Context: an optimization exercise on an open-source flow, tuned for small area. The choices shown serve that exercise and are no tape-out recipe.
In this exercise RTL edits were held to simulation tests only and were not proved equivalent to the original.
No activity file was given, so power comes from the tool's default toggle rates.

==> design/flow/design.v <==
module bcd
(
	input wire clk,rstn,
	input wire[19:0] bny,
	output reg[23:0] dcm
);
reg[43:0] collect;
reg[5:0] timer;
reg flag;
always@(posedge clk or negedge rstn) begin	 
	if(!rstn) timer<=1'b0;
	else if(timer==6'd41) timer<=1'b0;
	else timer<=timer+1'b1;
end
always@(posedge clk or negedge rstn) begin	 
	if(!rstn) flag<=1'b0;
	else if(timer%2==1'b1) flag<=1'b1;
	else flag<=1'b0;
end
always@(posedge clk or negedge rstn) begin	 
	if(!rstn) collect<=1'b0;
	else if(timer==6'b0) collect<={24'b0,bny};
	else if(timer<=6'd40&&flag) begin
		collect[43:40]<=(collect[43:40]>3'd4)?
			(collect[43:40]+2'd3):(collect[43:40]);
		collect[39:36]<=(collect[39:36]>3'd4)?
			(collect[39:36]+2'd3):(collect[39:36]);
		collect[35:32]<=(collect[35:32]>3'd4)?
			(collect[35:32]+2'd3):(collect[35:32]);
		collect[31:28]<=(collect[31:28]>3'd4)?
			(collect[31:28]+2'd3):(collect[31:28]);
		collect[27:24]<=(collect[27:24]>3'd4)?
			(collect[27:24]+2'd3):(collect[27:24]);
		collect[23:20]<=(collect[23:20]>3'd4)?
			(collect[23:20]+2'd3):(collect[23:20]);
	end
	else if(timer<=6'd40&&!flag) collect<=collect<<1'b1;
end
always@(posedge clk or negedge rstn) begin	 
	if(!rstn) dcm<=24'b0;
	else if(timer==6'd40) dcm<=collect[43:20];
	else dcm<=dcm;
end
endmodule
module display8
#(
	parameter N=16'd49_999,
	parameter N0=8'hC0,	 
	parameter N1=8'hF9,
	parameter N2=8'hA4,
	parameter N3=8'hB0,
	parameter N4=8'h99,
	parameter N5=8'h92,
	parameter N6=8'h82,
	parameter N7=8'hF8,
	parameter N8=8'h80,
	parameter N9=8'h90
)
(
	input wire[19:0] bin,
	input wire clk,rstn,
	input wire[5:0] dot,
	input wire neg,
	output reg[5:0] select,
	output reg[7:0] light
);
wire[23:0] cn1;
reg[15:0] cnt;
reg cnt_flag;
reg[5:0] bit_flag;
reg[5:0] bit_level;
reg[5:0] neg_flag;
reg[3:0] number;
wire[5:0] bit_dot;
wire[5:0] bit_neg;
reg[5:0] bit_dot_reg;
reg[5:0] bit_final;
wire[5:0] select_c1;
wire[5:0] select_c2;
always@(posedge clk or negedge rstn) begin	 
	if(!rstn) cnt<=16'b0;
	else if(cnt==N) cnt<=16'b0;
	else cnt<=cnt+1'b1;
end
always@(posedge clk or negedge rstn) begin	 
	if(!rstn) cnt_flag<=1'b0;
	else if(cnt==N-1'b1) cnt_flag<=1'b1;
	else cnt_flag<=1'b0;
end
always@(posedge clk or negedge rstn) begin	 
	if(!rstn) bit_flag<=6'b00_0001;
	else if(bit_flag==6'b10_0000&&cnt_flag) bit_flag<=6'b00_0001;
	else if(cnt_flag) bit_flag<=bit_flag<<1'b1;
	else bit_flag<=bit_flag;
end
always@(posedge clk or negedge rstn) begin	 
	if(!rstn) bit_level<=6'b0;
	else if(cn1<=4'd15) bit_level<=6'b00_0001;
	else if(cn1<=8'd255) bit_level<=6'b00_0011;
	else if(cn1<=12'd4095) bit_level<=6'b00_0111;
	else if(cn1<=16'd65535) bit_level<=6'b00_1111;
	else if(cn1<=20'd1048575) bit_level<=6'b01_1111;
	else bit_level<=6'b11_1111;
end
always@(posedge clk or negedge rstn) begin	 
	if(!rstn) neg_flag<=6'd0;
	else if(neg)  begin
		if(bit_level==6'b11_1111||dot>6'b01_1111)
			neg_flag<=6'b11_1111;
		else if(dot<=bit_level) begin
			if(bit_level==6'b00_0001) neg_flag<=6'b00_0010;
			else if(bit_level==6'b00_0011) neg_flag<=6'b00_0100;
			else if(bit_level==6'b00_0111) neg_flag<=6'b00_1000;
			else if(bit_level==6'b00_1111) neg_flag<=6'b01_0000;
			else if(bit_level==6'b01_1111) neg_flag<=6'b10_0000;
		end
		else if(dot<=6'b00_0011) neg_flag<=6'b00_0100;
		else if(dot<=6'b00_0111) neg_flag<=6'b00_1000;
		else if(dot<=6'b00_1111) neg_flag<=6'b01_0000;
		else if(dot<=6'b01_1111) neg_flag<=6'b10_0000;
	end
	else neg_flag<=6'd0;
end
always@(posedge clk or negedge rstn) begin	 
	if(!rstn) number<=4'b0;
	else if(bit_flag==6'b00_0001) number<=cn1[3:0];
	else if(bit_flag==6'b00_0010) number<=cn1[7:4];
	else if(bit_flag==6'b00_0100) number<=cn1[11:8];
	else if(bit_flag==6'b00_1000) number<=cn1[15:12];
	else if(bit_flag==6'b01_0000) number<=cn1[19:16];
	else if(bit_flag==6'b10_0000) number<=cn1[23:20];
	else number<=4'b0;
end
assign bit_dot=bit_flag&dot;	 
assign bit_neg=bit_flag&neg_flag;	 
always@(posedge clk or negedge rstn) begin	 
	if(!rstn) bit_dot_reg<=6'd0;
	else bit_dot_reg<=bit_dot;
end
assign select_c1=bit_level|dot;
assign select_c2=bit_level|dot|neg_flag;
always@(posedge clk or negedge rstn) begin	 
	if(!rstn) bit_final<=6'b0;
	else if(!neg) begin
		if(select_c1<=6'b00_0001) bit_final<=6'b00_0001;
		else if(select_c1<=6'b00_0011) bit_final<=6'b00_0011;
		else if(select_c1<=6'b00_0111) bit_final<=6'b00_0111;
		else if(select_c1<=6'b00_1111) bit_final<=6'b00_1111;
		else if(select_c1<=6'b01_1111) bit_final<=6'b01_1111;
		else if(select_c1<=6'b11_1111) bit_final<=6'b11_1111;
	end
	else if(neg) begin
		if(select_c2<=6'b00_0001) bit_final<=6'b00_0001;
		else if(select_c2<=6'b00_0011) bit_final<=6'b00_0011;
		else if(select_c2<=6'b00_0111) bit_final<=6'b00_0111;
		else if(select_c2<=6'b00_1111) bit_final<=6'b00_1111;
		else if(select_c2<=6'b01_1111) bit_final<=6'b01_1111;
		else if(select_c2<=6'b11_1111) bit_final<=6'b11_1111;
	end
end
always@(posedge clk or negedge rstn) begin	 
	if(!rstn) select<=6'd0;
	else select<=bit_flag&bit_final;
end
always@(posedge clk or negedge rstn) begin	 
	if(!rstn) light<=8'b0;
	else if(neg_flag==6'b11_1111) begin
		if(bit_dot_reg==6'b0)
			case(number)
				4'd0:light<=N0 - 8'b1000_0000;
				4'd1:light<=N1 - 8'b1000_0000;
				4'd2:light<=N2 - 8'b1000_0000;
				4'd3:light<=N3 - 8'b1000_0000;
				4'd4:light<=N4 - 8'b1000_0000;
				4'd5:light<=N5 - 8'b1000_0000;
				4'd6:light<=N6 - 8'b1000_0000;
				4'd7:light<=N7 - 8'b1000_0000;
				4'd8:light<=N8 - 8'b1000_0000;
				4'd9:light<=N9 - 8'b1000_0000;
			endcase
		else
			case(number)
				4'd0:light<=N0;
				4'd1:light<=N1;
				4'd2:light<=N2;
				4'd3:light<=N3;
				4'd4:light<=N4;
				4'd5:light<=N5;
				4'd6:light<=N6;
				4'd7:light<=N7;
				4'd8:light<=N8;
				4'd9:light<=N9;
			endcase
	end
	else if((neg_flag!=6'b11_1111)
			&&(bit_neg!=6'b0))
		light<=8'hBF;
	else if(bit_dot_reg!=6'b0)
		case(number)
			4'd0:light<=N0 - 8'b1000_0000;
			4'd1:light<=N1 - 8'b1000_0000;
			4'd2:light<=N2 - 8'b1000_0000;
			4'd3:light<=N3 - 8'b1000_0000;
			4'd4:light<=N4 - 8'b1000_0000;
			4'd5:light<=N5 - 8'b1000_0000;
			4'd6:light<=N6 - 8'b1000_0000;
			4'd7:light<=N7 - 8'b1000_0000;
			4'd8:light<=N8 - 8'b1000_0000;
			4'd9:light<=N9 - 8'b1000_0000;
		endcase
	else
		case(number)
			4'd0:light<=N0;
			4'd1:light<=N1;
			4'd2:light<=N2;
			4'd3:light<=N3;
			4'd4:light<=N4;
			4'd5:light<=N5;
			4'd6:light<=N6;
			4'd7:light<=N7;
			4'd8:light<=N8;
			4'd9:light<=N9;
		endcase
end
bcd bcd8421(
	.bny(bin),
	.clk(clk),
	.rstn(rstn),
	.dcm(cn1)
);
endmodule
module hc595_ctrl
(
	input wire[5:0] selectin,
	input wire[7:0] lightin,
	input wire clk,rstn,
	output reg ds,shcp,stcp,roe
);
reg[1:0] cnt1;
reg[3:0] cnt2;
reg[13:0] collect;
always@(posedge clk or negedge rstn) begin	 
	if(!rstn) roe<=1'b0;
	else roe<=1'b0;
end
always@(posedge clk or negedge rstn) begin	 
	if(!rstn) cnt1<=1'b0;
	else if(cnt1==2'd3) cnt1<=1'b0;
	else cnt1<=cnt1+1'b1;
end
always@(posedge clk or negedge rstn) begin	 
	if(!rstn) shcp<=1'b0;
	else if(cnt1==1'b1) shcp<=1'b1;
	else if(cnt1==2'd3) shcp<=1'b0;
end
always@(posedge clk or negedge rstn) begin	 
	if(!rstn) cnt2<=4'b0;
	else if(cnt1==2'd2&&cnt2==4'd13) cnt2<=4'b0;
	else if(cnt1==2'd2) cnt2<=cnt2+1'b1;
end	
always@(posedge clk or negedge rstn) begin	 
	if(!rstn) collect<=1'b0;
	else if(cnt2==1'b0&&cnt1==2'd3) collect<=
	{lightin[0],lightin[1],lightin[2],lightin[3],
	lightin[4],lightin[5],lightin[6],lightin[7],selectin};
	else if(cnt1==2'd3) collect<=collect>>1'b1;
	else collect<=collect;
end
always@(posedge clk or negedge rstn) begin	 
	if(!rstn) ds<=1'b0;
	else if(cnt1==1'b0) ds<=collect[0];
end
always@(posedge clk or negedge rstn) begin	 
	if(!rstn) stcp<=1'b0;
	else if(cnt1==2'd2&&cnt2==4'd13) stcp<=1'b1;
	else stcp<=1'b0;
end
endmodule
module led_driver
(
	input wire[19:0] data_bny,
	input wire clk,rstn,
	input wire[5:0] dot,
	input wire neg,
	output wire ds,shcp,stcp,roe
);
wire[5:0] cn2;
wire[7:0] cn3;
display8 dp8_ins(
	.bin(data_bny),
	.clk(clk),
	.rstn(rstn),
	.dot(dot),
	.neg(neg),
	.select(cn2),
	.light(cn3)
);
hc595_ctrl hc595_ctrl_ins(
	.selectin(cn2),
	.lightin(cn3),
	.clk(clk),
	.rstn(rstn),
	.ds(ds),
	.shcp(shcp),
	.stcp(stcp),
	.roe(roe)
);
endmodule
==> design/flow/run.sh <==
#!/bin/bash
# synth_recipe.tcl (not shown) runs the flow's synth.tcl, then flattens the netlist and writes it again
# the make line also repeats each setting of config.mk as NAME=value (left out here)
make -C /OpenROAD-flow-scripts/flow DESIGN_CONFIG=/design/flow/config.mk WORK_HOME=/design/flow/orfs CLKGATE_MAP_FILE= SYNTH_SCRIPT=/design/flow/synth_recipe.tcl finish
==> design/flow/config.mk <==
export PLATFORM = sky130hd
export DESIGN_NAME = led_driver
export DESIGN_NICKNAME = led_driver
export VERILOG_FILES = /design/flow/design.v
export SDC_FILE = /design/flow/constraint.sdc
export NUM_CORES = 4
export LEC_CHECK = 0
export CAP_MARGIN = 20
export CORE_MARGIN = 2
export CORE_UTILIZATION = 40
export SLEW_MARGIN = 20
==> design/flow/constraint.sdc <==
create_clock -name core_clock -period 10.0 [get_ports {clk}]
set_input_delay 2.0000 -clock core_clock [delete_from_list [all_inputs] [get_ports {clk}]]
set_output_delay 2.0000 -clock core_clock [all_outputs]
set_load 0.01 [all_outputs]
==> impl_metrics.tcl <==
set metrics [dict create \
    synthArstFlopShare 1.00 \
    syn_to_final_growth_pct 13.9 \
    cts_tree "yes" \
    fin_skew_ns 0.0118 \
    antenna_left 0 \
    crit_slowest_cell "clkdlybuf4s50_1" \
    rsz0062_at_grt "no" \
    antenna_found_initial 0 \
    dpl.hpwl_mm 11.3 \
    route.vias.total 6071 \
    top_register "dp8_ins.bcd8421.collect" \
    fin_nets 943 \
    slew_violations 0 \
    fin_crit_sh 0.428 \
    row_count 52 \
    synth_area_um2 8280 \
    outcome "no timing/DRC/antenna violations" \
    p_leak_nw 4.29 \
    cts_setup_buffers 0 \
    synth_seq_cells 163 \
    wirelength_mm 16.7 \
    overflow 0 \
    min_period_ns 4.28 \
    top_regs "dp8_ins.bcd8421.collect x44, dp8_ins.bcd8421.dcm x24, dp8_ins.cnt x16" \
    io_pins 33 \
    synth_fp_nets 917 \
    crit_fanout 7 \
    yosysSeqAreaShare 0.493 \
    gp_congestion 0.862 \
    cts.sinks 163 \
    max_stage_delay_ns 0.62 \
    path_buf_inv 2 \
    power_density_nw_per_um2 156 \
    track_usage 0.164 \
    grt_max_degree 59 \
    die-area_um2 21900 \
    grt_pass1_vias 5970 \
    die_y_um 148 \
    cp-start-kind "primary input" \
    worstPathCellList "clkdlybuf4s50_1 > inv_1 > ha_1 > nor3_1 > o31ai_1 > a21oi_2 > nor4_1 > a21oi_1 > o21ai_0" \
    hold_viol 0 \
    htreeDepth 4 \
    max_freq_mhz 233 \
    critPathKind "primary input to flip-flop" \
    critical_path.top_delay_family "compound AO/OA/AOI/OAI gates" \
    nFillCells 1947 \
    cts_buffer_depth 2 \
    coreArea_um2 20300 \
    hp-start "dp8_ins.bit_final[0]" \
    ir_drop_v 0.0000949 \
    yosysWarnings 3 \
    fin_setup_tns_ns 0 \
    arrival_ns 4.58 \
    drtIter0Drc 421 \
    ctsHoldBuffers 0 \
    tightestPinTransition_ns 0.924 \
    synth-edff-count 0 \
    dr.pass1.iters 5 \
    antennaDiodeCount 0 \
    path_clk_slew_ns 0.06 \
    vias_per_cell 5.25 \
    start_util 0.408 \
    timing.rr.start "dp8_ins.bcd8421.timer[0]" \
    clock_latency_ns 0.43 \
    required_ns 10.30 \
    die_x_um 148 \
    maxSlewHeadroom 0.384 \
    final_cell_mix "dfrtp_1 (162), nand2_1 (99), o21ai_0 (78)" \
    drv_cap 0 \
    postSynthCellCount 848 \
    drc_errors 0 \
    startpoint "dot[5]" \
    cts_resized 0 \
    root_buffer "clkbuf_16" \
    avgRoutedWirePerCell_um 14.4 \
    hp-class "flip-flop to flip-flop" \
    port-buffer-count 31 \
    setup_viol_count_final 0 \
    largest_reg_flops 44 \
    cts_made_buffers 17 \
    final_common_cell "dfrtp_1" \
    ys.flop_type "dfrtp_1" \
    fin_hold_ws_ns 0.468 \
    synth.distinct_cells 59 \
    synth.avg_cell_area_um2 9.77 \
    drive_gt1_frac 0.0789 \
    endpoint_kind "flip-flop" \
    grt_pass1_wl_mm 29.3 \
]
## layout make-up
cell class,count,area [um^2],share of cell area
Inverter,52,195,0.0207
Timing Repair Buffer,38,364,0.0386
Tap cell,270,338,0.0358
Clock buffer,17,425,0.0451
Clock inverter,15,149,0.0158
Sequential cell,163,4080,0.432
Multi-Input combinational cell,602,3890,0.412
## final timing paths
kind	endpoint	slack, ns	cells after the start
worst min-delay path	dp8_ins.bit_final[0]	0.47	1
worst min register to register	dp8_ins.bit_final[0]	0.47	1
min in group asynchronous	dp8_ins.bit_dot_reg[0]	1.50	1
worst max register to register	dp8_ins.bcd8421.collect[8]	7.32	8
worst max-delay path	dp8_ins.neg_flag[2]	5.72	9
max in group asynchronous	dp8_ins.light[6]	6.70	3
## per-stage QoR
| step | area, um^2 | worst slack, ns | util | power (mW) | instances |
|---|---|---|---|---|---|
| global route | 9440 | 5.59 | 0.465 | 1.54 | 1157 |
| finish | 9440 | 5.72 | 0.465 | 1.47 | 1157 |
| global placement | 8860 | 5.32 | 0.437 | 0.847 | 1125 |
| CTS | 9440 | 5.80 | 0.465 | 1.49 | 1157 |
| floorplan | 8280 | 6.14 | - | 0.797 | 848 |
| detailed placement | 8860 | 5.35 | 0.437 | 0.847 | 1125 |
## layer usage
layer  up-vias  routed length [um]  track usage
met5         -                   0            0
met4         0                 240       0.0567
met3        17                 515       0.0358
met2        97                7740        0.255
met1      2887                8170        0.229
li1       3070                   -            -
## power by group
group / leakage [nW] / switching, mW / internal [mW]
Combinational: 1.89 / 0.0660 / 0.0527
Clock: 0.278 / 0.287 / 0.350
Sequential: 2.12 / 0.0248 / 0.691
Total: 4.29 / 0.378 / 1.09
## cells in the mapped netlist, types with 4 or more instances
master | number | area, um^2
dfrtp_1 | 162 | 4050
nand2_1 | 100 | 375
o21ai_0 | 78 | 390
nor2_1 | 57 | 214
inv_1 | 52 | 195
a21oi_1 | 45 | 225
ha_1 | 40 | 500
mux2i_1 | 34 | 340
clkbuf_1 | 22 | 82.6
mux2_2 | 17 | 191
nand3_1 | 17 | 85.1
a22o_1 | 14 | 123
nor4_1 | 14 | 87.6
and2_1 | 13 | 81.3
a31oi_1 | 11 | 68.8
nor3_1 | 11 | 55.1
a22oi_1 | 10 | 75.1
nand2b_1 | 10 | 62.6
nor2b_1 | 10 | 62.6
o211ai_1 | 9 | 67.6
xnor2_1 | 9 | 78.8
xor2_1 | 9 | 78.8
nand4_1 | 8 | 50.1
buf_2 | 7 | 35.0
nor3b_1 | 7 | 52.6
o21ai_1 | 7 | 35.0
o22ai_1 | 7 | 43.8
o31ai_1 | 7 | 52.6
o221ai_1 | 6 | 52.6
or3_1 | 6 | 37.5
o41ai_1 | 5 | 43.8
or2_2 | 4 | 25.0
or4_1 | 4 | 30.0
## cells by family (layout without fill, tap and decap cells)
| family | count (synthesis) | count (layout) | synth area share |
|---|---|---|---|
| AOI/OAI and AO/OA | 215 | 215 | 0.158 |
| xor gates and xnor gates | 18 | 18 | 0.0190 |
| muxes | 51 | 51 | 0.0642 |
| and+or+nand+nor | 276 | 276 | 0.166 |
| DFF | 163 | 163 | 0.493 |
| buffers and inverters | 83 | 122 | 0.0391 |
| other | 2 | 2 | 0.000907 |
| adders and majority gates | 40 | 40 | 0.0604 |

re-timing with driven ports:
In the flow no input, the clock included, has a driving cell. The finished layout below was timed again as built, in two steps.
Step 1: set_driving_cell puts a clkbuf_16 on clk and a buf_2 on each other input, an assumption about the parent block.
Step 2 moves the port delays by t, midway between the first and last clock arrival at a register: inputs arrive t later, outputs are due t later. That takes back most of the time a late clock gives input paths.
Slacks: ideal / step 1 / step 2; pairs: ideal / step 1.
shift t [ns]: 0.465
setup WS [ns]: 5.717 / 5.738 / 5.273
worst data-port slew with drivers (ns): 0.04
After both steps this run still meets setup and hold. For this run, drivers alone change the setup slack by +0.021 ns; drivers and shift together by -0.444 ns.
